Source: an optimization exercise on an open RTL-to-GDS flow (aim: small area and a short achievable clock period). Production flows keep margins and buffers that such runs may drop. The RTL of this run was laid out without a check of its function. The clock cells of this run come from the design's own scripts or RTL, not from TritonCTS. No driver is modelled on the clock port, so clock power and skew are understated where the tree is cut down; a real chip needs a root buffer or a tree.

--- design.v ---
module mul16_top(
    input clk,
    input [15:0] a,
    input [15:0] b,
    output reg [31:0] res
);
    reg [15:0] a_r, b_r;
    wire [31:0] p;
    multiplier u_mul(.a(a_r), .b(b_r), .res(p));
    always @(posedge clk) begin
        a_r <= a;
        b_r <= b;
        res <= p;
    end
endmodule

module multiplier(
    input [15:0] a,
    input [15:0] b,
    output [31:0] res
);
  wire pp1;
  wire pp2;
  wire pp3;
  wire pp4;
  wire pp5;
  wire pp6;
  wire pp7;
  wire pp8;
  wire pp9;
  wire pp10;
  wire pp11;
  wire pp12;
  wire pp13;
  wire pp14;
  wire pp15;
  wire pp16;
  wire pp17;
  wire pp18;
  wire pp19;
  wire pp20;
  wire pp21;
  wire pp22;
  wire pp23;
  wire pp24;
  wire pp25;
  wire pp26;
  wire pp27;
  wire pp28;
  wire pp29;
  wire pp30;
  wire pp31;
  wire pp32;
  wire pp33;
  wire pp34;
  wire pp35;
  wire pp36;
  wire pp37;
  wire pp38;
  wire pp39;
  wire pp40;
  wire pp41;
  wire pp42;
  wire pp43;
  wire pp44;
  wire pp45;
  wire pp46;
  wire pp47;
  wire pp48;
  wire pp49;
  wire pp50;
  wire pp51;
  wire pp52;
  wire pp53;
  wire pp54;
  wire pp55;
  wire pp56;
  wire pp57;
  wire pp58;
  wire pp59;
  wire pp60;
  wire pp61;
  wire pp62;
  wire pp63;
  wire pp64;
  wire pp65;
  wire pp66;
  wire pp67;
  wire pp68;
  wire pp69;
  wire pp70;
  wire pp71;
  wire pp72;
  wire pp73;
  wire pp74;
  wire pp75;
  wire pp76;
  wire pp77;
  wire pp78;
  wire pp79;
  wire pp80;
  wire pp81;
  wire pp82;
  wire pp83;
  wire pp84;
  wire pp85;
  wire pp86;
  wire pp87;
  wire pp88;
  wire pp89;
  wire pp90;
  wire pp91;
  wire pp92;
  wire pp93;
  wire pp94;
  wire pp95;
  wire pp96;
  wire pp97;
  wire pp98;
  wire pp99;
  wire pp100;
  wire pp101;
  wire pp102;
  wire pp103;
  wire pp104;
  wire pp105;
  wire pp106;
  wire pp107;
  wire pp108;
  wire pp109;
  wire pp110;
  wire pp111;
  wire pp112;
  wire pp113;
  wire pp114;
  wire pp115;
  wire pp116;
  wire pp117;
  wire pp118;
  wire pp119;
  wire pp120;
  wire pp121;
  wire pp122;
  wire pp123;
  wire pp124;
  wire pp125;
  wire pp126;
  wire pp127;
  wire pp128;
  wire pp129;
  wire pp130;
  wire pp131;
  wire pp132;
  wire pp133;
  wire pp134;
  wire pp135;
  wire pp136;
  wire pp137;
  wire pp138;
  wire pp139;
  wire pp140;
  wire pp141;
  wire pp142;
  wire pp143;
  wire pp144;
  wire pp145;
  wire pp146;
  wire pp147;
  wire pp148;
  wire pp149;
  wire pp150;
  wire pp151;
  wire pp152;
  wire pp153;
  wire pp154;
  wire pp155;
  wire pp156;
  wire pp157;
  wire pp158;
  wire pp159;
  wire pp160;
  wire pp161;
  wire pp162;
  wire pp163;
  wire pp164;
  wire pp165;
  wire pp166;
  wire pp167;
  wire pp168;
  wire pp169;
  wire pp170;
  wire pp171;
  wire pp172;
  wire pp173;
  wire pp174;
  wire pp175;
  wire pp176;
  wire pp177;
  wire pp178;
  wire pp179;
  wire pp180;
  wire pp181;
  wire pp182;
  wire pp183;
  wire pp184;
  wire pp185;
  wire pp186;
  wire pp187;
  wire pp188;
  wire pp189;
  wire pp190;
  wire pp191;
  wire pp192;
  wire pp193;
  wire pp194;
  wire pp195;
  wire pp196;
  wire pp197;
  wire pp198;
  wire pp199;
  wire pp200;
  wire pp201;
  wire pp202;
  wire pp203;
  wire pp204;
  wire pp205;
  wire pp206;
  wire pp207;
  wire pp208;
  wire pp209;
  wire pp210;
  wire pp211;
  wire pp212;
  wire pp213;
  wire pp214;
  wire pp215;
  wire pp216;
  wire pp217;
  wire pp218;
  wire pp219;
  wire pp220;
  wire pp221;
  wire pp222;
  wire pp223;
  wire pp224;
  wire pp225;
  wire pp226;
  wire pp227;
  wire pp228;
  wire pp229;
  wire pp230;
  wire pp231;
  wire pp232;
  wire pp233;
  wire pp234;
  wire pp235;
  wire pp236;
  wire pp237;
  wire pp238;
  wire pp239;
  wire pp240;
  wire pp241;
  wire pp242;
  wire pp243;
  wire pp244;
  wire pp245;
  wire pp246;
  wire pp247;
  wire pp248;
  wire pp249;
  wire pp250;
  wire pp251;
  wire pp252;
  wire pp253;
  wire pp254;
  wire pp255;
  wire pp256;
  wire s257;
  wire c258;
  wire s259;
  wire c260;
  wire s261;
  wire c262;
  wire s263;
  wire c264;
  wire s265;
  wire c266;
  wire s267;
  wire c268;
  wire s269;
  wire c270;
  wire s271;
  wire c272;
  wire s273;
  wire c274;
  wire s275;
  wire c276;
  wire s277;
  wire c278;
  wire s279;
  wire c280;
  wire s281;
  wire c282;
  wire s283;
  wire c284;
  wire s285;
  wire c286;
  wire s287;
  wire c288;
  wire s289;
  wire c290;
  wire s291;
  wire c292;
  wire s293;
  wire c294;
  wire s295;
  wire c296;
  wire s297;
  wire c298;
  wire s299;
  wire c300;
  wire s301;
  wire c302;
  wire s303;
  wire c304;
  wire s305;
  wire c306;
  wire s307;
  wire c308;
  wire s309;
  wire c310;
  wire s311;
  wire c312;
  wire s313;
  wire c314;
  wire s315;
  wire c316;
  wire s317;
  wire c318;
  wire s319;
  wire c320;
  wire s321;
  wire c322;
  wire s323;
  wire c324;
  wire s325;
  wire c326;
  wire s327;
  wire c328;
  wire s329;
  wire c330;
  wire s331;
  wire c332;
  wire s333;
  wire c334;
  wire s335;
  wire c336;
  wire s337;
  wire c338;
  wire s339;
  wire c340;
  wire s341;
  wire c342;
  wire s343;
  wire c344;
  wire s345;
  wire c346;
  wire s347;
  wire c348;
  wire s349;
  wire c350;
  wire s351;
  wire c352;
  wire s353;
  wire c354;
  wire s355;
  wire c356;
  wire s357;
  wire c358;
  wire s359;
  wire c360;
  wire s361;
  wire c362;
  wire s363;
  wire c364;
  wire s365;
  wire c366;
  wire s367;
  wire c368;
  wire s369;
  wire c370;
  wire s371;
  wire c372;
  wire s373;
  wire c374;
  wire s375;
  wire c376;
  wire s377;
  wire c378;
  wire s379;
  wire c380;
  wire s381;
  wire c382;
  wire s383;
  wire c384;
  wire s385;
  wire c386;
  wire s387;
  wire c388;
  wire s389;
  wire c390;
  wire s391;
  wire c392;
  wire s393;
  wire c394;
  wire s395;
  wire c396;
  wire s397;
  wire c398;
  wire s399;
  wire c400;
  wire s401;
  wire c402;
  wire s403;
  wire c404;
  wire s405;
  wire c406;
  wire s407;
  wire c408;
  wire s409;
  wire c410;
  wire s411;
  wire c412;
  wire s413;
  wire c414;
  wire s415;
  wire c416;
  wire s417;
  wire c418;
  wire s419;
  wire c420;
  wire s421;
  wire c422;
  wire s423;
  wire c424;
  wire s425;
  wire c426;
  wire s427;
  wire c428;
  wire s429;
  wire c430;
  wire s431;
  wire c432;
  wire s433;
  wire c434;
  wire s435;
  wire c436;
  wire s437;
  wire c438;
  wire s439;
  wire c440;
  wire s441;
  wire c442;
  wire s443;
  wire c444;
  wire s445;
  wire c446;
  wire s447;
  wire c448;
  wire s449;
  wire c450;
  wire s451;
  wire c452;
  wire s453;
  wire c454;
  wire s455;
  wire c456;
  wire s457;
  wire c458;
  wire s459;
  wire c460;
  wire s461;
  wire c462;
  wire s463;
  wire c464;
  wire s465;
  wire c466;
  wire s467;
  wire c468;
  wire s469;
  wire c470;
  wire s471;
  wire c472;
  wire s473;
  wire c474;
  wire s475;
  wire c476;
  wire s477;
  wire c478;
  wire s479;
  wire c480;
  wire s481;
  wire c482;
  wire s483;
  wire c484;
  wire s485;
  wire c486;
  wire s487;
  wire c488;
  wire s489;
  wire c490;
  wire s491;
  wire c492;
  wire s493;
  wire c494;
  wire s495;
  wire c496;
  wire s497;
  wire c498;
  wire s499;
  wire c500;
  wire s501;
  wire c502;
  wire s503;
  wire c504;
  wire s505;
  wire c506;
  wire s507;
  wire c508;
  wire s509;
  wire c510;
  wire s511;
  wire c512;
  wire s513;
  wire c514;
  wire s515;
  wire c516;
  wire s517;
  wire c518;
  wire s519;
  wire c520;
  wire s521;
  wire c522;
  wire s523;
  wire c524;
  wire s525;
  wire c526;
  wire s527;
  wire c528;
  wire s529;
  wire c530;
  wire s531;
  wire c532;
  wire s533;
  wire c534;
  wire s535;
  wire c536;
  wire s537;
  wire c538;
  wire s539;
  wire c540;
  wire s541;
  wire c542;
  wire s543;
  wire c544;
  wire s545;
  wire c546;
  wire s547;
  wire c548;
  wire s549;
  wire c550;
  wire s551;
  wire c552;
  wire s553;
  wire c554;
  wire s555;
  wire c556;
  wire s557;
  wire c558;
  wire s559;
  wire c560;
  wire s561;
  wire c562;
  wire s563;
  wire c564;
  wire s565;
  wire c566;
  wire s567;
  wire c568;
  wire s569;
  wire c570;
  wire s571;
  wire c572;
  wire s573;
  wire c574;
  wire s575;
  wire c576;
  wire s577;
  wire c578;
  wire s579;
  wire c580;
  wire s581;
  wire c582;
  wire s583;
  wire c584;
  wire s585;
  wire c586;
  wire s587;
  wire c588;
  wire s589;
  wire c590;
  wire s591;
  wire c592;
  wire s593;
  wire c594;
  wire s595;
  wire c596;
  wire s597;
  wire c598;
  wire s599;
  wire c600;
  wire s601;
  wire c602;
  wire s603;
  wire c604;
  wire s605;
  wire c606;
  wire s607;
  wire c608;
  wire s609;
  wire c610;
  wire s611;
  wire c612;
  wire s613;
  wire c614;
  wire s615;
  wire c616;
  wire s617;
  wire c618;
  wire s619;
  wire c620;
  wire s621;
  wire c622;
  wire s623;
  wire c624;
  wire s625;
  wire c626;
  wire s627;
  wire c628;
  wire s629;
  wire c630;
  wire s631;
  wire c632;
  wire s633;
  wire c634;
  wire s635;
  wire c636;
  wire s637;
  wire c638;
  wire s639;
  wire c640;
  wire s641;
  wire c642;
  wire s643;
  wire c644;
  wire s645;
  wire c646;
  wire s647;
  wire c648;
  wire s649;
  wire c650;
  wire s651;
  wire c652;
  wire s653;
  wire c654;
  wire s655;
  wire c656;
  wire s657;
  wire c658;
  wire s659;
  wire c660;
  wire s661;
  wire c662;
  wire s663;
  wire c664;
  wire s665;
  wire c666;
  wire s667;
  wire c668;
  wire s669;
  wire c670;
  wire s671;
  wire c672;
  wire s673;
  wire c674;
  wire s675;
  wire c676;
  assign pp1 = ~(a[0] & b[0]);
  assign pp2 = ~(a[1] & b[0]);
  assign pp3 = ~(a[2] & b[0]);
  assign pp4 = ~(a[3] & b[0]);
  assign pp5 = ~(a[4] & b[0]);
  assign pp6 = ~(a[5] & b[0]);
  assign pp7 = ~(a[6] & b[0]);
  assign pp8 = ~(a[7] & b[0]);
  assign pp9 = ~(a[8] & b[0]);
  assign pp10 = ~(a[9] & b[0]);
  assign pp11 = ~(a[10] & b[0]);
  assign pp12 = ~(a[11] & b[0]);
  assign pp13 = ~(a[12] & b[0]);
  assign pp14 = ~(a[13] & b[0]);
  assign pp15 = ~(a[14] & b[0]);
  assign pp16 = ~(a[15] & b[0]);
  assign pp17 = ~(a[0] & b[1]);
  assign pp18 = ~(a[1] & b[1]);
  assign pp19 = ~(a[2] & b[1]);
  assign pp20 = ~(a[3] & b[1]);
  assign pp21 = ~(a[4] & b[1]);
  assign pp22 = ~(a[5] & b[1]);
  assign pp23 = ~(a[6] & b[1]);
  assign pp24 = ~(a[7] & b[1]);
  assign pp25 = ~(a[8] & b[1]);
  assign pp26 = ~(a[9] & b[1]);
  assign pp27 = ~(a[10] & b[1]);
  assign pp28 = ~(a[11] & b[1]);
  assign pp29 = ~(a[12] & b[1]);
  assign pp30 = ~(a[13] & b[1]);
  assign pp31 = ~(a[14] & b[1]);
  assign pp32 = ~(a[15] & b[1]);
  assign pp33 = ~(a[0] & b[2]);
  assign pp34 = ~(a[1] & b[2]);
  assign pp35 = ~(a[2] & b[2]);
  assign pp36 = ~(a[3] & b[2]);
  assign pp37 = ~(a[4] & b[2]);
  assign pp38 = ~(a[5] & b[2]);
  assign pp39 = ~(a[6] & b[2]);
  assign pp40 = ~(a[7] & b[2]);
  assign pp41 = ~(a[8] & b[2]);
  assign pp42 = ~(a[9] & b[2]);
  assign pp43 = ~(a[10] & b[2]);
  assign pp44 = ~(a[11] & b[2]);
  assign pp45 = ~(a[12] & b[2]);
  assign pp46 = ~(a[13] & b[2]);
  assign pp47 = ~(a[14] & b[2]);
  assign pp48 = ~(a[15] & b[2]);
  assign pp49 = ~(a[0] & b[3]);
  assign pp50 = ~(a[1] & b[3]);
  assign pp51 = ~(a[2] & b[3]);
  assign pp52 = ~(a[3] & b[3]);
  assign pp53 = ~(a[4] & b[3]);
  assign pp54 = ~(a[5] & b[3]);
  assign pp55 = ~(a[6] & b[3]);
  assign pp56 = ~(a[7] & b[3]);
  assign pp57 = ~(a[8] & b[3]);
  assign pp58 = ~(a[9] & b[3]);
  assign pp59 = ~(a[10] & b[3]);
  assign pp60 = ~(a[11] & b[3]);
  assign pp61 = ~(a[12] & b[3]);
  assign pp62 = ~(a[13] & b[3]);
  assign pp63 = ~(a[14] & b[3]);
  assign pp64 = ~(a[15] & b[3]);
  assign pp65 = ~(a[0] & b[4]);
  assign pp66 = ~(a[1] & b[4]);
  assign pp67 = ~(a[2] & b[4]);
  assign pp68 = ~(a[3] & b[4]);
  assign pp69 = ~(a[4] & b[4]);
  assign pp70 = ~(a[5] & b[4]);
  assign pp71 = ~(a[6] & b[4]);
  assign pp72 = ~(a[7] & b[4]);
  assign pp73 = ~(a[8] & b[4]);
  assign pp74 = ~(a[9] & b[4]);
  assign pp75 = ~(a[10] & b[4]);
  assign pp76 = ~(a[11] & b[4]);
  assign pp77 = ~(a[12] & b[4]);
  assign pp78 = ~(a[13] & b[4]);
  assign pp79 = ~(a[14] & b[4]);
  assign pp80 = ~(a[15] & b[4]);
  assign pp81 = ~(a[0] & b[5]);
  assign pp82 = ~(a[1] & b[5]);
  assign pp83 = ~(a[2] & b[5]);
  assign pp84 = ~(a[3] & b[5]);
  assign pp85 = ~(a[4] & b[5]);
  assign pp86 = ~(a[5] & b[5]);
  assign pp87 = ~(a[6] & b[5]);
  assign pp88 = ~(a[7] & b[5]);
  assign pp89 = ~(a[8] & b[5]);
  assign pp90 = ~(a[9] & b[5]);
  assign pp91 = ~(a[10] & b[5]);
  assign pp92 = ~(a[11] & b[5]);
  assign pp93 = ~(a[12] & b[5]);
  assign pp94 = ~(a[13] & b[5]);
  assign pp95 = ~(a[14] & b[5]);
  assign pp96 = ~(a[15] & b[5]);
  assign pp97 = ~(a[0] & b[6]);
  assign pp98 = ~(a[1] & b[6]);
  assign pp99 = ~(a[2] & b[6]);
  assign pp100 = ~(a[3] & b[6]);
  assign pp101 = ~(a[4] & b[6]);
  assign pp102 = ~(a[5] & b[6]);
  assign pp103 = ~(a[6] & b[6]);
  assign pp104 = ~(a[7] & b[6]);
  assign pp105 = ~(a[8] & b[6]);
  assign pp106 = ~(a[9] & b[6]);
  assign pp107 = ~(a[10] & b[6]);
  assign pp108 = ~(a[11] & b[6]);
  assign pp109 = ~(a[12] & b[6]);
  assign pp110 = ~(a[13] & b[6]);
  assign pp111 = ~(a[14] & b[6]);
  assign pp112 = ~(a[15] & b[6]);
  assign pp113 = ~(a[0] & b[7]);
  assign pp114 = ~(a[1] & b[7]);
  assign pp115 = ~(a[2] & b[7]);
  assign pp116 = ~(a[3] & b[7]);
  assign pp117 = ~(a[4] & b[7]);
  assign pp118 = ~(a[5] & b[7]);
  assign pp119 = ~(a[6] & b[7]);
  assign pp120 = ~(a[7] & b[7]);
  assign pp121 = ~(a[8] & b[7]);
  assign pp122 = ~(a[9] & b[7]);
  assign pp123 = ~(a[10] & b[7]);
  assign pp124 = ~(a[11] & b[7]);
  assign pp125 = ~(a[12] & b[7]);
  assign pp126 = ~(a[13] & b[7]);
  assign pp127 = ~(a[14] & b[7]);
  assign pp128 = ~(a[15] & b[7]);
  assign pp129 = ~(a[0] & b[8]);
  assign pp130 = ~(a[1] & b[8]);
  assign pp131 = ~(a[2] & b[8]);
  assign pp132 = ~(a[3] & b[8]);
  assign pp133 = ~(a[4] & b[8]);
  assign pp134 = ~(a[5] & b[8]);
  assign pp135 = ~(a[6] & b[8]);
  assign pp136 = ~(a[7] & b[8]);
  assign pp137 = ~(a[8] & b[8]);
  assign pp138 = ~(a[9] & b[8]);
  assign pp139 = ~(a[10] & b[8]);
  assign pp140 = ~(a[11] & b[8]);
  assign pp141 = ~(a[12] & b[8]);
  assign pp142 = ~(a[13] & b[8]);
  assign pp143 = ~(a[14] & b[8]);
  assign pp144 = ~(a[15] & b[8]);
  assign pp145 = ~(a[0] & b[9]);
  assign pp146 = ~(a[1] & b[9]);
  assign pp147 = ~(a[2] & b[9]);
  assign pp148 = ~(a[3] & b[9]);
  assign pp149 = ~(a[4] & b[9]);
  assign pp150 = ~(a[5] & b[9]);
  assign pp151 = ~(a[6] & b[9]);
  assign pp152 = ~(a[7] & b[9]);
  assign pp153 = ~(a[8] & b[9]);
  assign pp154 = ~(a[9] & b[9]);
  assign pp155 = ~(a[10] & b[9]);
  assign pp156 = ~(a[11] & b[9]);
  assign pp157 = ~(a[12] & b[9]);
  assign pp158 = ~(a[13] & b[9]);
  assign pp159 = ~(a[14] & b[9]);
  assign pp160 = ~(a[15] & b[9]);
  assign pp161 = ~(a[0] & b[10]);
  assign pp162 = ~(a[1] & b[10]);
  assign pp163 = ~(a[2] & b[10]);
  assign pp164 = ~(a[3] & b[10]);
  assign pp165 = ~(a[4] & b[10]);
  assign pp166 = ~(a[5] & b[10]);
  assign pp167 = ~(a[6] & b[10]);
  assign pp168 = ~(a[7] & b[10]);
  assign pp169 = ~(a[8] & b[10]);
  assign pp170 = ~(a[9] & b[10]);
  assign pp171 = ~(a[10] & b[10]);
  assign pp172 = ~(a[11] & b[10]);
  assign pp173 = ~(a[12] & b[10]);
  assign pp174 = ~(a[13] & b[10]);
  assign pp175 = ~(a[14] & b[10]);
  assign pp176 = ~(a[15] & b[10]);
  assign pp177 = ~(a[0] & b[11]);
  assign pp178 = ~(a[1] & b[11]);
  assign pp179 = ~(a[2] & b[11]);
  assign pp180 = ~(a[3] & b[11]);
  assign pp181 = ~(a[4] & b[11]);
  assign pp182 = ~(a[5] & b[11]);
  assign pp183 = ~(a[6] & b[11]);
  assign pp184 = ~(a[7] & b[11]);
  assign pp185 = ~(a[8] & b[11]);
  assign pp186 = ~(a[9] & b[11]);
  assign pp187 = ~(a[10] & b[11]);
  assign pp188 = ~(a[11] & b[11]);
  assign pp189 = ~(a[12] & b[11]);
  assign pp190 = ~(a[13] & b[11]);
  assign pp191 = ~(a[14] & b[11]);
  assign pp192 = ~(a[15] & b[11]);
  assign pp193 = ~(a[0] & b[12]);
  assign pp194 = ~(a[1] & b[12]);
  assign pp195 = ~(a[2] & b[12]);
  assign pp196 = ~(a[3] & b[12]);
  assign pp197 = ~(a[4] & b[12]);
  assign pp198 = ~(a[5] & b[12]);
  assign pp199 = ~(a[6] & b[12]);
  assign pp200 = ~(a[7] & b[12]);
  assign pp201 = ~(a[8] & b[12]);
  assign pp202 = ~(a[9] & b[12]);
  assign pp203 = ~(a[10] & b[12]);
  assign pp204 = ~(a[11] & b[12]);
  assign pp205 = ~(a[12] & b[12]);
  assign pp206 = ~(a[13] & b[12]);
  assign pp207 = ~(a[14] & b[12]);
  assign pp208 = ~(a[15] & b[12]);
  assign pp209 = ~(a[0] & b[13]);
  assign pp210 = ~(a[1] & b[13]);
  assign pp211 = ~(a[2] & b[13]);
  assign pp212 = ~(a[3] & b[13]);
  assign pp213 = ~(a[4] & b[13]);
  assign pp214 = ~(a[5] & b[13]);
  assign pp215 = ~(a[6] & b[13]);
  assign pp216 = ~(a[7] & b[13]);
  assign pp217 = ~(a[8] & b[13]);
  assign pp218 = ~(a[9] & b[13]);
  assign pp219 = ~(a[10] & b[13]);
  assign pp220 = ~(a[11] & b[13]);
  assign pp221 = ~(a[12] & b[13]);
  assign pp222 = ~(a[13] & b[13]);
  assign pp223 = ~(a[14] & b[13]);
  assign pp224 = ~(a[15] & b[13]);
  assign pp225 = ~(a[0] & b[14]);
  assign pp226 = ~(a[1] & b[14]);
  assign pp227 = ~(a[2] & b[14]);
  assign pp228 = ~(a[3] & b[14]);
  assign pp229 = ~(a[4] & b[14]);
  assign pp230 = ~(a[5] & b[14]);
  assign pp231 = ~(a[6] & b[14]);
  assign pp232 = ~(a[7] & b[14]);
  assign pp233 = ~(a[8] & b[14]);
  assign pp234 = ~(a[9] & b[14]);
  assign pp235 = ~(a[10] & b[14]);
  assign pp236 = ~(a[11] & b[14]);
  assign pp237 = ~(a[12] & b[14]);
  assign pp238 = ~(a[13] & b[14]);
  assign pp239 = ~(a[14] & b[14]);
  assign pp240 = ~(a[15] & b[14]);
  assign pp241 = ~(a[0] & b[15]);
  assign pp242 = ~(a[1] & b[15]);
  assign pp243 = ~(a[2] & b[15]);
  assign pp244 = ~(a[3] & b[15]);
  assign pp245 = ~(a[4] & b[15]);
  assign pp246 = ~(a[5] & b[15]);
  assign pp247 = ~(a[6] & b[15]);
  assign pp248 = ~(a[7] & b[15]);
  assign pp249 = ~(a[8] & b[15]);
  assign pp250 = ~(a[9] & b[15]);
  assign pp251 = ~(a[10] & b[15]);
  assign pp252 = ~(a[11] & b[15]);
  assign pp253 = ~(a[12] & b[15]);
  assign pp254 = ~(a[13] & b[15]);
  assign pp255 = ~(a[14] & b[15]);
  assign pp256 = ~(a[15] & b[15]);
  mul_xnor u_s257 (.a(pp104), .b(pp119), .y(s257));
  mul_or u_c258 (.a(pp104), .b(pp119), .y(c258));
  mul_fa u_s259 (.a(pp105), .b(pp120), .ci(pp135), .s(s259), .co(c260));
  mul_xnor u_s261 (.a(pp15), .b(pp150), .y(s261));
  mul_or u_c262 (.a(pp15), .b(pp150), .y(c262));
  mul_fa u_s263 (.a(pp106), .b(pp121), .ci(pp136), .s(s263), .co(c264));
  mul_fa u_s265 (.a(pp151), .b(pp16), .ci(pp166), .s(s265), .co(c266));
  mul_xnor u_s267 (.a(pp181), .b(pp196), .y(s267));
  mul_or u_c268 (.a(pp181), .b(pp196), .y(c268));
  mul_fa u_s269 (.a(pp107), .b(pp122), .ci(pp137), .s(s269), .co(c270));
  mul_fa u_s271 (.a(pp152), .b(pp167), .ci(pp182), .s(s271), .co(c272));
  mul_xnor u_s273 (.a(pp197), .b(pp212), .y(s273));
  mul_or u_c274 (.a(pp197), .b(pp212), .y(c274));
  mul_fa u_s275 (.a(pp108), .b(pp123), .ci(pp138), .s(s275), .co(c276));
  mul_fa u_s277 (.a(pp153), .b(pp168), .ci(pp183), .s(s277), .co(c278));
  mul_fa u_s279 (.a(pp109), .b(pp124), .ci(pp139), .s(s279), .co(c280));
  mul_xnor u_s281 (.a(pp10), .b(pp100), .y(s281));
  mul_or u_c282 (.a(pp10), .b(pp100), .y(c282));
  mul_fa u_s283 (.a(pp101), .b(pp11), .ci(pp116), .s(s283), .co(c284));
  mul_xnor u_s285 (.a(pp131), .b(pp146), .y(s285));
  mul_or u_c286 (.a(pp131), .b(pp146), .y(c286));
  mul_fa u_s287 (.a(pp102), .b(pp117), .ci(pp12), .s(s287), .co(c288));
  mul_fa u_s289 (.a(pp132), .b(pp147), .ci(pp162), .s(s289), .co(c290));
  mul_xnor u_s291 (.a(pp177), .b(pp27), .y(s291));
  mul_or u_c292 (.a(pp177), .b(pp27), .y(c292));
  mul_fa u_s293 (.a(pp103), .b(pp118), .ci(pp13), .s(s293), .co(c294));
  mul_fa u_s295 (.a(pp133), .b(pp148), .ci(pp163), .s(s295), .co(c296));
  mul_fa u_s297 (.a(pp178), .b(pp193), .ci(pp28), .s(s297), .co(c298));
  mul_xnor u_s299 (.a(pp43), .b(pp58), .y(s299));
  mul_or u_c300 (.a(pp43), .b(pp58), .y(c300));
  mul_fa u_s301 (.a(pp134), .b(pp14), .ci(pp149), .s(s301), .co(c302));
  mul_fa u_s303 (.a(pp164), .b(pp179), .ci(pp194), .s(s303), .co(c304));
  mul_fa u_s305 (.a(pp209), .b(pp29), .ci(pp44), .s(s305), .co(c306));
  mul_fa u_s307 (.a(pp59), .b(pp74), .ci(pp89), .s(s307), .co(c308));
  mul_fa u_s309 (.a(pp165), .b(pp180), .ci(pp195), .s(s309), .co(c310));
  mul_fa u_s311 (.a(pp210), .b(pp225), .ci(pp30), .s(s311), .co(c312));
  mul_fa u_s313 (.a(pp45), .b(pp60), .ci(pp75), .s(s313), .co(c314));
  mul_fa u_s315 (.a(pp90), .b(c258), .ci(s261), .s(s315), .co(c316));
  mul_fa u_s317 (.a(pp211), .b(pp226), .ci(pp241), .s(s317), .co(c318));
  mul_fa u_s319 (.a(pp31), .b(pp46), .ci(pp61), .s(s319), .co(c320));
  mul_fa u_s321 (.a(pp76), .b(pp91), .ci(c262), .s(s321), .co(c322));
  mul_fa u_s323 (.a(s267), .b(c260), .ci(s263), .s(s323), .co(c324));
  mul_fa u_s325 (.a(pp227), .b(pp242), .ci(pp32), .s(s325), .co(c326));
  mul_fa u_s327 (.a(pp47), .b(pp62), .ci(pp77), .s(s327), .co(c328));
  mul_fa u_s329 (.a(pp92), .b(c268), .ci(s273), .s(s329), .co(c330));
  mul_fa u_s331 (.a(c264), .b(c266), .ci(s269), .s(s331), .co(c332));
  mul_fa u_s333 (.a(pp198), .b(pp213), .ci(pp228), .s(s333), .co(c334));
  mul_fa u_s335 (.a(pp243), .b(pp48), .ci(pp63), .s(s335), .co(c336));
  mul_fa u_s337 (.a(pp78), .b(pp93), .ci(c274), .s(s337), .co(c338));
  mul_fa u_s339 (.a(c270), .b(c272), .ci(s275), .s(s339), .co(c340));
  mul_fa u_s341 (.a(pp154), .b(pp169), .ci(pp184), .s(s341), .co(c342));
  mul_fa u_s343 (.a(pp199), .b(pp214), .ci(pp229), .s(s343), .co(c344));
  mul_fa u_s345 (.a(pp244), .b(pp64), .ci(pp79), .s(s345), .co(c346));
  mul_fa u_s347 (.a(pp94), .b(c276), .ci(c278), .s(s347), .co(c348));
  mul_fa u_s349 (.a(pp110), .b(pp125), .ci(pp140), .s(s349), .co(c350));
  mul_fa u_s351 (.a(pp155), .b(pp170), .ci(pp185), .s(s351), .co(c352));
  mul_fa u_s353 (.a(pp200), .b(pp215), .ci(pp230), .s(s353), .co(c354));
  mul_fa u_s355 (.a(pp245), .b(pp80), .ci(pp95), .s(s355), .co(c356));
  mul_fa u_s357 (.a(pp111), .b(pp126), .ci(pp141), .s(s357), .co(c358));
  mul_fa u_s359 (.a(pp156), .b(pp171), .ci(pp186), .s(s359), .co(c360));
  mul_fa u_s361 (.a(pp201), .b(pp216), .ci(pp231), .s(s361), .co(c362));
  mul_fa u_s363 (.a(pp112), .b(pp127), .ci(pp142), .s(s363), .co(c364));
  mul_fa u_s365 (.a(pp157), .b(pp172), .ci(pp187), .s(s365), .co(c366));
  mul_fa u_s367 (.a(pp128), .b(pp143), .ci(pp158), .s(s367), .co(c368));
  mul_xnor u_s369 (.a(pp22), .b(pp37), .y(s369));
  mul_or u_c370 (.a(pp22), .b(pp37), .y(c370));
  mul_fa u_s371 (.a(pp113), .b(pp23), .ci(pp38), .s(s371), .co(c372));
  mul_xnor u_s373 (.a(pp53), .b(pp68), .y(s373));
  mul_or u_c374 (.a(pp53), .b(pp68), .y(c374));
  mul_fa u_s375 (.a(pp114), .b(pp129), .ci(pp24), .s(s375), .co(c376));
  mul_fa u_s377 (.a(pp39), .b(pp54), .ci(pp69), .s(s377), .co(c378));
  mul_xnor u_s379 (.a(pp84), .b(pp9), .y(s379));
  mul_or u_c380 (.a(pp84), .b(pp9), .y(c380));
  mul_fa u_s381 (.a(pp115), .b(pp130), .ci(pp145), .s(s381), .co(c382));
  mul_fa u_s383 (.a(pp25), .b(pp40), .ci(pp55), .s(s383), .co(c384));
  mul_fa u_s385 (.a(pp70), .b(pp85), .ci(s281), .s(s385), .co(c386));
  mul_fa u_s387 (.a(pp161), .b(pp26), .ci(pp41), .s(s387), .co(c388));
  mul_fa u_s389 (.a(pp56), .b(pp71), .ci(pp86), .s(s389), .co(c390));
  mul_fa u_s391 (.a(c282), .b(s285), .ci(s283), .s(s391), .co(c392));
  mul_fa u_s393 (.a(pp42), .b(pp57), .ci(pp72), .s(s393), .co(c394));
  mul_fa u_s395 (.a(pp87), .b(c286), .ci(s291), .s(s395), .co(c396));
  mul_fa u_s397 (.a(c284), .b(s287), .ci(s289), .s(s397), .co(c398));
  mul_fa u_s399 (.a(pp73), .b(pp88), .ci(c292), .s(s399), .co(c400));
  mul_fa u_s401 (.a(s299), .b(c288), .ci(c290), .s(s401), .co(c402));
  mul_fa u_s403 (.a(s293), .b(s295), .ci(s297), .s(s403), .co(c404));
  mul_fa u_s405 (.a(c300), .b(s257), .ci(c294), .s(s405), .co(c406));
  mul_fa u_s407 (.a(c296), .b(c298), .ci(s301), .s(s407), .co(c408));
  mul_fa u_s409 (.a(s303), .b(s305), .ci(s307), .s(s409), .co(c410));
  mul_fa u_s411 (.a(c302), .b(c304), .ci(c306), .s(s411), .co(c412));
  mul_fa u_s413 (.a(c308), .b(s259), .ci(s309), .s(s413), .co(c414));
  mul_fa u_s415 (.a(s311), .b(s313), .ci(s315), .s(s415), .co(c416));
  mul_fa u_s417 (.a(c310), .b(c312), .ci(c314), .s(s417), .co(c418));
  mul_fa u_s419 (.a(s265), .b(s317), .ci(s319), .s(s419), .co(c420));
  mul_fa u_s421 (.a(s321), .b(c316), .ci(s323), .s(s421), .co(c422));
  mul_fa u_s423 (.a(c318), .b(c320), .ci(s271), .s(s423), .co(c424));
  mul_fa u_s425 (.a(s325), .b(s327), .ci(c322), .s(s425), .co(c426));
  mul_fa u_s427 (.a(s329), .b(c324), .ci(s331), .s(s427), .co(c428));
  mul_fa u_s429 (.a(c326), .b(c328), .ci(s277), .s(s429), .co(c430));
  mul_fa u_s431 (.a(s333), .b(s335), .ci(s337), .s(s431), .co(c432));
  mul_fa u_s433 (.a(c330), .b(c332), .ci(s339), .s(s433), .co(c434));
  mul_fa u_s435 (.a(c334), .b(c336), .ci(s279), .s(s435), .co(c436));
  mul_fa u_s437 (.a(s341), .b(s343), .ci(s345), .s(s437), .co(c438));
  mul_fa u_s439 (.a(c338), .b(c340), .ci(s347), .s(s439), .co(c440));
  mul_fa u_s441 (.a(c280), .b(c342), .ci(c344), .s(s441), .co(c442));
  mul_fa u_s443 (.a(c346), .b(s349), .ci(s351), .s(s443), .co(c444));
  mul_fa u_s445 (.a(s353), .b(s355), .ci(c348), .s(s445), .co(c446));
  mul_fa u_s447 (.a(pp246), .b(pp96), .ci(c350), .s(s447), .co(c448));
  mul_fa u_s449 (.a(c352), .b(c354), .ci(c356), .s(s449), .co(c450));
  mul_fa u_s451 (.a(s357), .b(s359), .ci(s361), .s(s451), .co(c452));
  mul_fa u_s453 (.a(pp202), .b(pp217), .ci(pp232), .s(s453), .co(c454));
  mul_fa u_s455 (.a(pp247), .b(c358), .ci(c360), .s(s455), .co(c456));
  mul_fa u_s457 (.a(c362), .b(s363), .ci(s365), .s(s457), .co(c458));
  mul_fa u_s459 (.a(pp173), .b(pp188), .ci(pp203), .s(s459), .co(c460));
  mul_fa u_s461 (.a(pp218), .b(pp233), .ci(pp248), .s(s461), .co(c462));
  mul_fa u_s463 (.a(c364), .b(c366), .ci(s367), .s(s463), .co(c464));
  mul_fa u_s465 (.a(pp144), .b(pp159), .ci(pp174), .s(s465), .co(c466));
  mul_fa u_s467 (.a(pp189), .b(pp204), .ci(pp219), .s(s467), .co(c468));
  mul_fa u_s469 (.a(pp234), .b(pp249), .ci(c368), .s(s469), .co(c470));
  mul_fa u_s471 (.a(pp160), .b(pp175), .ci(pp190), .s(s471), .co(c472));
  mul_fa u_s473 (.a(pp205), .b(pp220), .ci(pp235), .s(s473), .co(c474));
  mul_fa u_s475 (.a(pp176), .b(pp191), .ci(pp206), .s(s475), .co(c476));
  mul_xnor u_s477 (.a(pp20), .b(pp35), .y(s477));
  mul_or u_c478 (.a(pp20), .b(pp35), .y(c478));
  mul_fa u_s479 (.a(pp21), .b(pp36), .ci(pp51), .s(s479), .co(c480));
  mul_xnor u_s481 (.a(pp6), .b(pp66), .y(s481));
  mul_or u_c482 (.a(pp6), .b(pp66), .y(c482));
  mul_fa u_s483 (.a(pp52), .b(pp67), .ci(pp7), .s(s483), .co(c484));
  mul_fa u_s485 (.a(pp82), .b(pp97), .ci(s369), .s(s485), .co(c486));
  mul_fa u_s487 (.a(pp8), .b(pp83), .ci(pp98), .s(s487), .co(c488));
  mul_fa u_s489 (.a(c370), .b(s373), .ci(s371), .s(s489), .co(c490));
  mul_fa u_s491 (.a(pp99), .b(c374), .ci(s379), .s(s491), .co(c492));
  mul_fa u_s493 (.a(c372), .b(s375), .ci(s377), .s(s493), .co(c494));
  mul_fa u_s495 (.a(c380), .b(c376), .ci(c378), .s(s495), .co(c496));
  mul_fa u_s497 (.a(s381), .b(s383), .ci(s385), .s(s497), .co(c498));
  mul_fa u_s499 (.a(c382), .b(c384), .ci(s387), .s(s499), .co(c500));
  mul_fa u_s501 (.a(s389), .b(c386), .ci(s391), .s(s501), .co(c502));
  mul_fa u_s503 (.a(c388), .b(c390), .ci(s393), .s(s503), .co(c504));
  mul_fa u_s505 (.a(s395), .b(c392), .ci(s397), .s(s505), .co(c506));
  mul_fa u_s507 (.a(c394), .b(s399), .ci(c396), .s(s507), .co(c508));
  mul_fa u_s509 (.a(c398), .b(s401), .ci(s403), .s(s509), .co(c510));
  mul_fa u_s511 (.a(c400), .b(c402), .ci(s405), .s(s511), .co(c512));
  mul_fa u_s513 (.a(c404), .b(s407), .ci(s409), .s(s513), .co(c514));
  mul_fa u_s515 (.a(c406), .b(c408), .ci(c410), .s(s515), .co(c516));
  mul_fa u_s517 (.a(s411), .b(s413), .ci(s415), .s(s517), .co(c518));
  mul_fa u_s519 (.a(c412), .b(c414), .ci(s417), .s(s519), .co(c520));
  mul_fa u_s521 (.a(s419), .b(c416), .ci(s421), .s(s521), .co(c522));
  mul_fa u_s523 (.a(c418), .b(c420), .ci(s423), .s(s523), .co(c524));
  mul_fa u_s525 (.a(s425), .b(c422), .ci(s427), .s(s525), .co(c526));
  mul_fa u_s527 (.a(c424), .b(s429), .ci(c426), .s(s527), .co(c528));
  mul_fa u_s529 (.a(s431), .b(c428), .ci(s433), .s(s529), .co(c530));
  mul_fa u_s531 (.a(c430), .b(s435), .ci(s437), .s(s531), .co(c532));
  mul_fa u_s533 (.a(c432), .b(c434), .ci(s439), .s(s533), .co(c534));
  mul_fa u_s535 (.a(c436), .b(c438), .ci(s441), .s(s535), .co(c536));
  mul_fa u_s537 (.a(s443), .b(c440), .ci(s445), .s(s537), .co(c538));
  mul_fa u_s539 (.a(c442), .b(s447), .ci(c444), .s(s539), .co(c540));
  mul_fa u_s541 (.a(s449), .b(s451), .ci(c446), .s(s541), .co(c542));
  mul_fa u_s543 (.a(s453), .b(c448), .ci(c450), .s(s543), .co(c544));
  mul_fa u_s545 (.a(c452), .b(s455), .ci(s457), .s(s545), .co(c546));
  mul_fa u_s547 (.a(c454), .b(s459), .ci(s461), .s(s547), .co(c548));
  mul_fa u_s549 (.a(c456), .b(c458), .ci(s463), .s(s549), .co(c550));
  mul_fa u_s551 (.a(c460), .b(c462), .ci(s465), .s(s551), .co(c552));
  mul_fa u_s553 (.a(s467), .b(c464), .ci(s469), .s(s553), .co(c554));
  mul_fa u_s555 (.a(pp250), .b(c466), .ci(c468), .s(s555), .co(c556));
  mul_fa u_s557 (.a(s471), .b(s473), .ci(c470), .s(s557), .co(c558));
  mul_fa u_s559 (.a(pp221), .b(pp236), .ci(pp251), .s(s559), .co(c560));
  mul_fa u_s561 (.a(c472), .b(c474), .ci(s475), .s(s561), .co(c562));
  mul_fa u_s563 (.a(pp192), .b(pp207), .ci(pp222), .s(s563), .co(c564));
  mul_fa u_s565 (.a(pp237), .b(pp252), .ci(c476), .s(s565), .co(c566));
  mul_fa u_s567 (.a(pp208), .b(pp223), .ci(pp238), .s(s567), .co(c568));
  mul_xnor u_s569 (.a(pp19), .b(pp34), .y(s569));
  mul_or u_c570 (.a(pp19), .b(pp34), .y(c570));
  mul_fa u_s571 (.a(pp5), .b(pp50), .ci(pp65), .s(s571), .co(c572));
  mul_fa u_s573 (.a(pp81), .b(c478), .ci(s481), .s(s573), .co(c574));
  mul_fa u_s575 (.a(c482), .b(c480), .ci(s483), .s(s575), .co(c576));
  mul_fa u_s577 (.a(c484), .b(s487), .ci(c486), .s(s577), .co(c578));
  mul_fa u_s579 (.a(c488), .b(s491), .ci(c490), .s(s579), .co(c580));
  mul_fa u_s581 (.a(c492), .b(c494), .ci(s495), .s(s581), .co(c582));
  mul_fa u_s583 (.a(c496), .b(s499), .ci(c498), .s(s583), .co(c584));
  mul_fa u_s585 (.a(c500), .b(s503), .ci(c502), .s(s585), .co(c586));
  mul_fa u_s587 (.a(c504), .b(s507), .ci(c506), .s(s587), .co(c588));
  mul_fa u_s589 (.a(c508), .b(c510), .ci(s511), .s(s589), .co(c590));
  mul_fa u_s591 (.a(c512), .b(c514), .ci(s515), .s(s591), .co(c592));
  mul_fa u_s593 (.a(c516), .b(s519), .ci(c518), .s(s593), .co(c594));
  mul_fa u_s595 (.a(c520), .b(s523), .ci(c522), .s(s595), .co(c596));
  mul_fa u_s597 (.a(c524), .b(s527), .ci(c526), .s(s597), .co(c598));
  mul_fa u_s599 (.a(s531), .b(c528), .ci(c530), .s(s599), .co(c600));
  mul_fa u_s601 (.a(c532), .b(s535), .ci(c534), .s(s601), .co(c602));
  mul_fa u_s603 (.a(c536), .b(s539), .ci(s541), .s(s603), .co(c604));
  mul_fa u_s605 (.a(c540), .b(s543), .ci(s545), .s(s605), .co(c606));
  mul_fa u_s607 (.a(s547), .b(c544), .ci(c546), .s(s607), .co(c608));
  mul_fa u_s609 (.a(c548), .b(s551), .ci(c550), .s(s609), .co(c610));
  mul_fa u_s611 (.a(c552), .b(s555), .ci(s557), .s(s611), .co(c612));
  mul_fa u_s613 (.a(s559), .b(c556), .ci(s561), .s(s613), .co(c614));
  mul_fa u_s615 (.a(c560), .b(s563), .ci(c562), .s(s615), .co(c616));
  mul_fa u_s617 (.a(pp253), .b(c564), .ci(s567), .s(s617), .co(c618));
  mul_fa u_s619 (.a(pp224), .b(pp239), .ci(pp254), .s(s619), .co(c620));
  mul_xnor u_s621 (.a(pp18), .b(pp3), .y(s621));
  mul_or u_c622 (.a(pp18), .b(pp3), .y(c622));
  mul_fa u_s623 (.a(pp4), .b(pp49), .ci(s569), .s(s623), .co(c624));
  mul_fa u_s625 (.a(c570), .b(s477), .ci(s571), .s(s625), .co(c626));
  mul_fa u_s627 (.a(c572), .b(s479), .ci(s573), .s(s627), .co(c628));
  mul_fa u_s629 (.a(c574), .b(s485), .ci(s575), .s(s629), .co(c630));
  mul_fa u_s631 (.a(c576), .b(s489), .ci(s577), .s(s631), .co(c632));
  mul_fa u_s633 (.a(s493), .b(c578), .ci(s579), .s(s633), .co(c634));
  mul_fa u_s635 (.a(s497), .b(c580), .ci(s581), .s(s635), .co(c636));
  mul_fa u_s637 (.a(c582), .b(s501), .ci(s583), .s(s637), .co(c638));
  mul_fa u_s639 (.a(s505), .b(c584), .ci(s585), .s(s639), .co(c640));
  mul_fa u_s641 (.a(s509), .b(c586), .ci(s587), .s(s641), .co(c642));
  mul_fa u_s643 (.a(s513), .b(c588), .ci(s589), .s(s643), .co(c644));
  mul_fa u_s645 (.a(s517), .b(c590), .ci(s591), .s(s645), .co(c646));
  mul_fa u_s647 (.a(c592), .b(s521), .ci(s593), .s(s647), .co(c648));
  mul_fa u_s649 (.a(s525), .b(c594), .ci(s595), .s(s649), .co(c650));
  mul_fa u_s651 (.a(s529), .b(c596), .ci(s597), .s(s651), .co(c652));
  mul_fa u_s653 (.a(s533), .b(c598), .ci(s599), .s(s653), .co(c654));
  mul_fa u_s655 (.a(s537), .b(c600), .ci(s601), .s(s655), .co(c656));
  mul_fa u_s657 (.a(c538), .b(c602), .ci(s603), .s(s657), .co(c658));
  mul_fa u_s659 (.a(c542), .b(s605), .ci(c604), .s(s659), .co(c660));
  mul_fa u_s661 (.a(s549), .b(c606), .ci(s607), .s(s661), .co(c662));
  mul_fa u_s663 (.a(s553), .b(c608), .ci(s609), .s(s663), .co(c664));
  mul_fa u_s665 (.a(c554), .b(s611), .ci(c610), .s(s665), .co(c666));
  mul_fa u_s667 (.a(c558), .b(s613), .ci(c612), .s(s667), .co(c668));
  mul_fa u_s669 (.a(s565), .b(c614), .ci(s615), .s(s669), .co(c670));
  mul_fa u_s671 (.a(c566), .b(s617), .ci(c616), .s(s671), .co(c672));
  mul_fa u_s673 (.a(c568), .b(s619), .ci(c618), .s(s673), .co(c674));
  mul_fa u_s675 (.a(pp240), .b(pp255), .ci(c620), .s(s675), .co(c676));
  wire [31:0] fx = {1'b1, pp256, s675, s673, s671, s669, s667, c664, c662, s661, s659, c656, c654, c652, c650, c648, c646, c644, c642, c640, c638, c636, c634, c632, c630, c628, c626, c624, c622, pp33, pp17, pp1};
  wire [31:0] fy = {1'b1, c676, c674, c672, c670, c668, c666, s665, s663, c660, c658, s657, s655, s653, s651, s649, s647, s645, s643, s641, s639, s637, s635, s633, s631, s629, s627, s625, s623, s621, pp2, 1'b1};
  assign res = ~(fx + fy + 32'd1);
endmodule
module mul_fa(input a, input b, input ci, output s, output co);
  assign s = a ^ b ^ ci;
  assign co = (a & b) | (a & ci) | (b & ci);
endmodule
module mul_xnor(input a, input b, output y);
  assign y = ~(a ^ b);
endmodule
module mul_or(input a, input b, output y);
  assign y = a | b;
endmodule
--- flow/run.sh ---
#!/bin/bash
# Own layout flow: the standard ORFS flow (standard.sh), with
#  - port buffers of a small, fast buffer cell instead of the default delay buffer;
#  - the clock tree rebuilt after CTS as one level of four buffers driven by the clock
#    port (flatten_clock_core.tcl), which shortens the clock's insertion delay for all
#    registers alike;
#  - after that, and after global routing, timing repair aiming for setup slack above a
#    margin, so that the design is sized for the period it can reach rather than left at
#    minimum size by the loose clock.
# make's output goes to standard.log here; ORFS keeps each step's log in orfs/logs.
set -euo pipefail
cd "$(dirname "$0")/.."
export FLOW_DIR_OWN="$PWD/flow"
export FLOW_SETUP_MARGIN=0
export FLOW_IN_REG_CELL=sky130_fd_sc_hd__dfxtp_4
export BUFFER_PORTS_ARGS="-buffer_cell sky130_fd_sc_hd__buf_1"
export CTS_ARGS="-sink_clustering_enable -repair_clock_nets -dont_use_dummy_load -buf_list sky130_fd_sc_hd__clkbuf_8"
export POST_CTS_TCL="$PWD/flow/flatten_clock_post.tcl"
export PRE_GLOBAL_ROUTE_TCL="$PWD/flow/grt_margin.tcl"
bash standard.sh > standard.log 2>&1
--- flow/flatten_clock_core.tcl ---
# Rebuild the clock tree that CTS made as a single level: the clock port drives
# NLEAF clock buffers directly, each driving the registers of one region of the
# core. This removes the root buffer level and so the clock's insertion delay
# (it does not skew registers against each other: all go through one buffer).
set nleaf 4
set bufcell sky130_fd_sc_hd__clkbuf_16
set block [ord::get_db_block]
set clknet [$block findNet clk]
# every register clock pin (sink) of the tree, and every clock-tree buffer
set sinks {}
set bufs {}
set todo [list $clknet]
while {[llength $todo]} {
  set net [lindex $todo 0]
  set todo [lrange $todo 1 end]
  foreach it [$net getITerms] {
    if {![$it isInputSignal] && [$it getIoType] ne "INPUT"} { continue }
    set inst [$it getInst]
    set m [[$inst getMaster] getName]
    if {[string match "sky130_fd_sc_hd__clkbuf*" $m] || [string match "sky130_fd_sc_hd__clkinv*" $m] || [string match "sky130_fd_sc_hd__buf*" $m]} {
      if {[lsearch -exact $bufs $inst] < 0} {
        lappend bufs $inst
        foreach o [$inst getITerms] {
          if {[$o isOutputSignal]} { lappend todo [$o getNet] }
        }
      }
    } else {
      lappend sinks $it
    }
  }
}
puts "flatten_clock: [llength $sinks] sinks, [llength $bufs] buffers"
# split the sinks into nleaf groups: halves by x, then each half by y
proc loc {it} {
  set b [[$it getInst] getBBox]
  return [list [expr {([$b xMin] + [$b xMax]) / 2}] [expr {([$b yMin] + [$b yMax]) / 2}]]
}
proc split_by {items idx} {
  set s [lsort -real -index 1 [lmap it $items {list $it [lindex [loc $it] $idx]}]]
  set n [expr {[llength $s] / 2}]
  return [list [lmap p [lrange $s 0 [expr {$n - 1}]] {lindex $p 0}] [lmap p [lrange $s $n end] {lindex $p 0}]]
}
set groups {}
foreach half [split_by $sinks 0] {
  foreach q [split_by $half 1] { lappend groups $q }
}
# remove the old tree
foreach inst $bufs {
  foreach o [$inst getITerms] {
    if {[$o isOutputSignal]} {
      set n [$o getNet]
      foreach it [$n getITerms] { $it disconnect }
      odb::dbNet_destroy $n
    }
  }
  odb::dbInst_destroy $inst
}
# one buffer per group, at the group's centre
set master [[ord::get_db] findMaster $bufcell]
set k 0
foreach g $groups {
  set sx 0; set sy 0
  foreach it $g { lassign [loc $it] x y; incr sx $x; incr sy $y }
  set cx [expr {$sx / [llength $g]}]; set cy [expr {$sy / [llength $g]}]
  set inst [odb::dbInst_create $block $master "clkbuf_leaf_$k"]
  set net [odb::dbNet_create $block "clknet_leaf_$k"]
  $net setSigType CLOCK
  [$inst findITerm A] connect $clknet
  [$inst findITerm X] connect $net
  foreach it $g { $it connect $net }
  $inst setLocation $cx $cy
  $inst setPlacementStatus PLACED
  puts "flatten_clock: clkbuf_leaf_$k drives [llength $g] sinks"
  incr k
}
--- flow/flatten_clock_post.tcl ---
source $::env(FLOW_DIR_OWN)/flatten_clock_core.tcl
if {[info exists ::env(FLOW_IN_REG_CELL)] && $::env(FLOW_IN_REG_CELL) ne ""} {
  foreach inst [get_cells {a_r* b_r*}] {
    replace_cell $inst $::env(FLOW_IN_REG_CELL)
  }
}
detailed_placement
estimate_parasitics -placement
# size the design for the period it can reach: repair setup against a margin
set ::env(SETUP_SLACK_MARGIN) $::env(FLOW_SETUP_MARGIN)
repair_timing_helper
detailed_placement
check_placement -verbose
--- flow/grt_margin.tcl ---
# the global-route stage's timing repair uses the same setup margin as after CTS
set ::env(SETUP_SLACK_MARGIN) $::env(FLOW_SETUP_MARGIN)
--- standard.sh ---
#!/bin/bash
# synth_recipe.tcl (not shown) runs the flow's synth.tcl, then flattens the netlist and writes it again
# the make line also repeats each setting of config.mk as NAME=value (left out here)
make -C /OpenROAD-flow-scripts/flow DESIGN_CONFIG=/design/flow/config.mk WORK_HOME=/design/flow/orfs CLKGATE_MAP_FILE= SYNTH_SCRIPT=/design/flow/synth_recipe.tcl "${@:-finish}"
--- config.mk ---
export PLATFORM = sky130hd
export DESIGN_NAME = mul16_top
export DESIGN_NICKNAME = mul16_top
export VERILOG_FILES = /design/flow/design.v
export SDC_FILE = /design/flow/constraint.sdc
export NUM_CORES = 4
export LEC_CHECK = 0
export CAP_MARGIN = 20
export CORE_MARGIN = 2
export CORE_UTILIZATION = 55
export SLEW_MARGIN = 20
export SYNTH_HIERARCHICAL = 1
--- constraint.sdc ---
create_clock -name core_clock -period 22.0 [get_ports {clk}]
set_input_delay 4.4000 -clock core_clock [delete_from_list [all_inputs] [get_ports {clk}]]
set_output_delay 4.4000 -clock core_clock [all_outputs]
set_load 0.01 [all_outputs]
==> results.toml <==
[status]
status = "no timing/DRC/antenna violations"

[finish]
n_antenna_cell = 0
nets = 1118
drive_gt1_frac = 0.0653
fillers = 1367
area_growth_pct = 5.02
stdcell_area_um2 = 8810

[timing]
maxSlewViolCount = 0
rsz0062_at_grt = "false"
finalSetupViolCount = 0
max_slew_margin = 0.690
period_share = 0.247
setup-tns-final_ps = 0
hold_viol_final = 0
tightestPinTransition_ps = 460
final.min_clock_period_ps = 5430
fin_skew_ps = 21.2
max_freq_mhz = 184

[synth]
synth_area_um2 = 8390
synth_area_per_cell_um2 = 9.77
syn_nets = 1118
ys_ff_latch = 64
netlist.top_cell.by_area = "fa_1"
synthArstFlopShare = 0
yosys_warnings = 7
netlist_top_cells_count = "nand2_1 (280), fa_1 (196), clkbuf_1 (65), dfxtp_1 (64), ha_1 (30)"
synth_ff_type = "dfxtp_1"
yosysSeqAreaShare = 0.153
yosys-top-cells-area = "fa_1 (47%), dfxtp_1 (15%), nand2_1 (13%), ha_1 (4.5%), clkbuf_1 (2.9%)"
synth_edf_count = 0
synth.top_cell.area_share = 0.468
yosysMostFrequentCell = "nand2_1"
synth_cells = 859
synth_cell_types = 55

[hold_path]
min_path_type = "reg -> reg"

[detailed_routing]
met3_wirelength_mm = 1.08
final_antenna_net_count = 0
drt_iter0_drc = 421
route.vias.total = 6193
drt-met1-wl_mm = 8.66
routed.top_layer = "met4"
route.final.wire_length_mm = 21.9
drt-wirelength-per-cell_um = 21.0
drc_errors = 0
wl_met2_mm = 11.6
viasPerCell = 5.93
drt_pass1_iterations = 5

[global_routing]
grt_usage = 0.283
antenna_found_initial = 0
grt_max_degree = 17
grt_pass1_wl_mm = 35.0
overflow = 0
grt_pass1_vias = 6666

[worst_setup_path]
critPathCaptureType = "flop"
path_cells = "nand2_1, fa_1, fa_1, fa_1, fa_1, fa_1, fa_1, ha_1, a21o_1, or2_1, o21ai_0, and4b_1, a21oi_2, nor4_1, a311oi_1"
start_kind = "flop"
crit_type = "reg -> reg"
cp_slowest_cell = "fa_1"
crit_fanout = 16
cp_common_cell = "fa_1"
max_stage_delay_ps = 580
required_ps = 22010
worstPathArrival_ps = 5440

[placement]
hpwl_mm = 16.6
gp_congestion = 0.894
port_buffers = 64
place_area_um2 = 8590

[die]
dieArea_um2 = 16300
coreArea_um2 = 15000
die_height_um = 128
die_w_um = 128
design.portCount = 65
num_rows = 45
start_util = 0.558

[cts]
worstSkewPairLatency_ps = 160
clkTransAtPathRegs_ps = 90
clkSinkCount = 64

[flow_run]
maxCapViolCount = 0
area by class of cell:
cell class                      count  area [µm²]  share of cell area
Multi-Input combinational cell    716        6800               0.771
Sequential cell                    64        1400               0.159
Timing Repair Buffer               65         248              0.0281
Tap cell                          188         235              0.0267
Buffer                              4         100              0.0114
Inverter                            8        30.0             0.00341
flip-flops by register name, indices dropped and copies added, names as in the netlist:
| register | count |
|---|---|
| b_r | 16 |
| res | 32 |
| a_r | 16 |
path summary, 6_finish.rpt:
| check | endpoint | cells past startpoint | slack [ps] | startpoint |
|---|---|---|---|---|
| min reg2reg | res[0]$_DFF_P_ | 1 | 630 | b_r[0]$_DFF_P_ |
| max | res[26]$_DFF_P_ | 15 | 16570 | b_r[6]$_DFF_P_ |
| min | res[0]$_DFF_P_ | 1 | 630 | b_r[0]$_DFF_P_ |
| max reg2reg | res[26]$_DFF_P_ | 15 | 16570 | b_r[6]$_DFF_P_ |
modules after synthesis, one instance, submodules excluded:
module      flip-flops and latches  cells inside
mul_xnor                         0             1
multiplier                       0           570
mul16_top                       64            64
mul_or                           0             1
mul_fa                           0             1
metal layers:
metal | global-route usage | up-vias
met5 | 0 | -
li1 | - | 2713
met4 | 0.0963 | 0
met1 | 0.356 | 3219
met3 | 0.0427 | 39
met2 | 0.501 | 222
critical path: cells and delay by family, from the launching register on:
kind | cells | cell delay (ps)
compound gates | 4 | 720
simple gates | 4 | 890
flops | 1 | 500
fa+ha+maj | 7 | 3190
metrics by stage:
stage	util	hold slack, ps	setup slack [ps]	instances
after detailed placement	0.572	797	16240	1041
final	0.586	626	16570	1045
after global placement	0.572	797	16390	1041
after floorplan	-	513	16750	859
after global routing	0.586	636	16410	1045
layout by cell type, fill, tap and decap left out, drive strengths merged, types with 10 or more instances in the layout:
master	netlist	routed
a21o	13	13
fa	196	196
o21ai	15	15
nor2	19	19
xor2	16	16
nand2	280	280
buf	6	65
a21oi	33	33
xnor2	22	22
or2	16	16
ha	30	30
dfxtp	64	64
nand3	10	10
kinds of logic after synthesis:
kind of cell    Yosys count  share of synthesized area
fa+ha+maj               226                      0.512
xor+xnor                 38                     0.0397
simple gates            359                      0.180
compound gates           93                     0.0786
flops                    64                      0.153
buf+inv                  79                     0.0371

-- static timing again, ports no longer ideal --
How much do the figures lean on ideal ports? The routed layout below was timed once more, with nothing changed but the port constraints. Step 1 (the two cells are an assumption about what drives the block):
set clk [get_ports {clk}]
set_driving_cell -lib_cell sky130_fd_sc_hd__clkbuf_16 $clk
set_driving_cell -lib_cell sky130_fd_sc_hd__buf_2 [delete_from_list [all_inputs] $clk]
Step 2 adds t to the input delays and takes it off the output delays; t is the mean of the earliest and latest rising clock arrival at the registers after step 1. Input paths then give back, and output paths get back, about the clock's delay inside the block. a / b / c = no drivers / after step 1 / after step 2; a / b = the first two.
shift t [ns]: 0.242
setup slack, ns: 16.575 / 16.575 / 16.575
worst slew at a driven data input, ns: 0.04
After both steps this run still meets setup and hold. For this run, drivers alone change the setup slack by 0.000 ns; drivers and shift together by 0.000 ns.
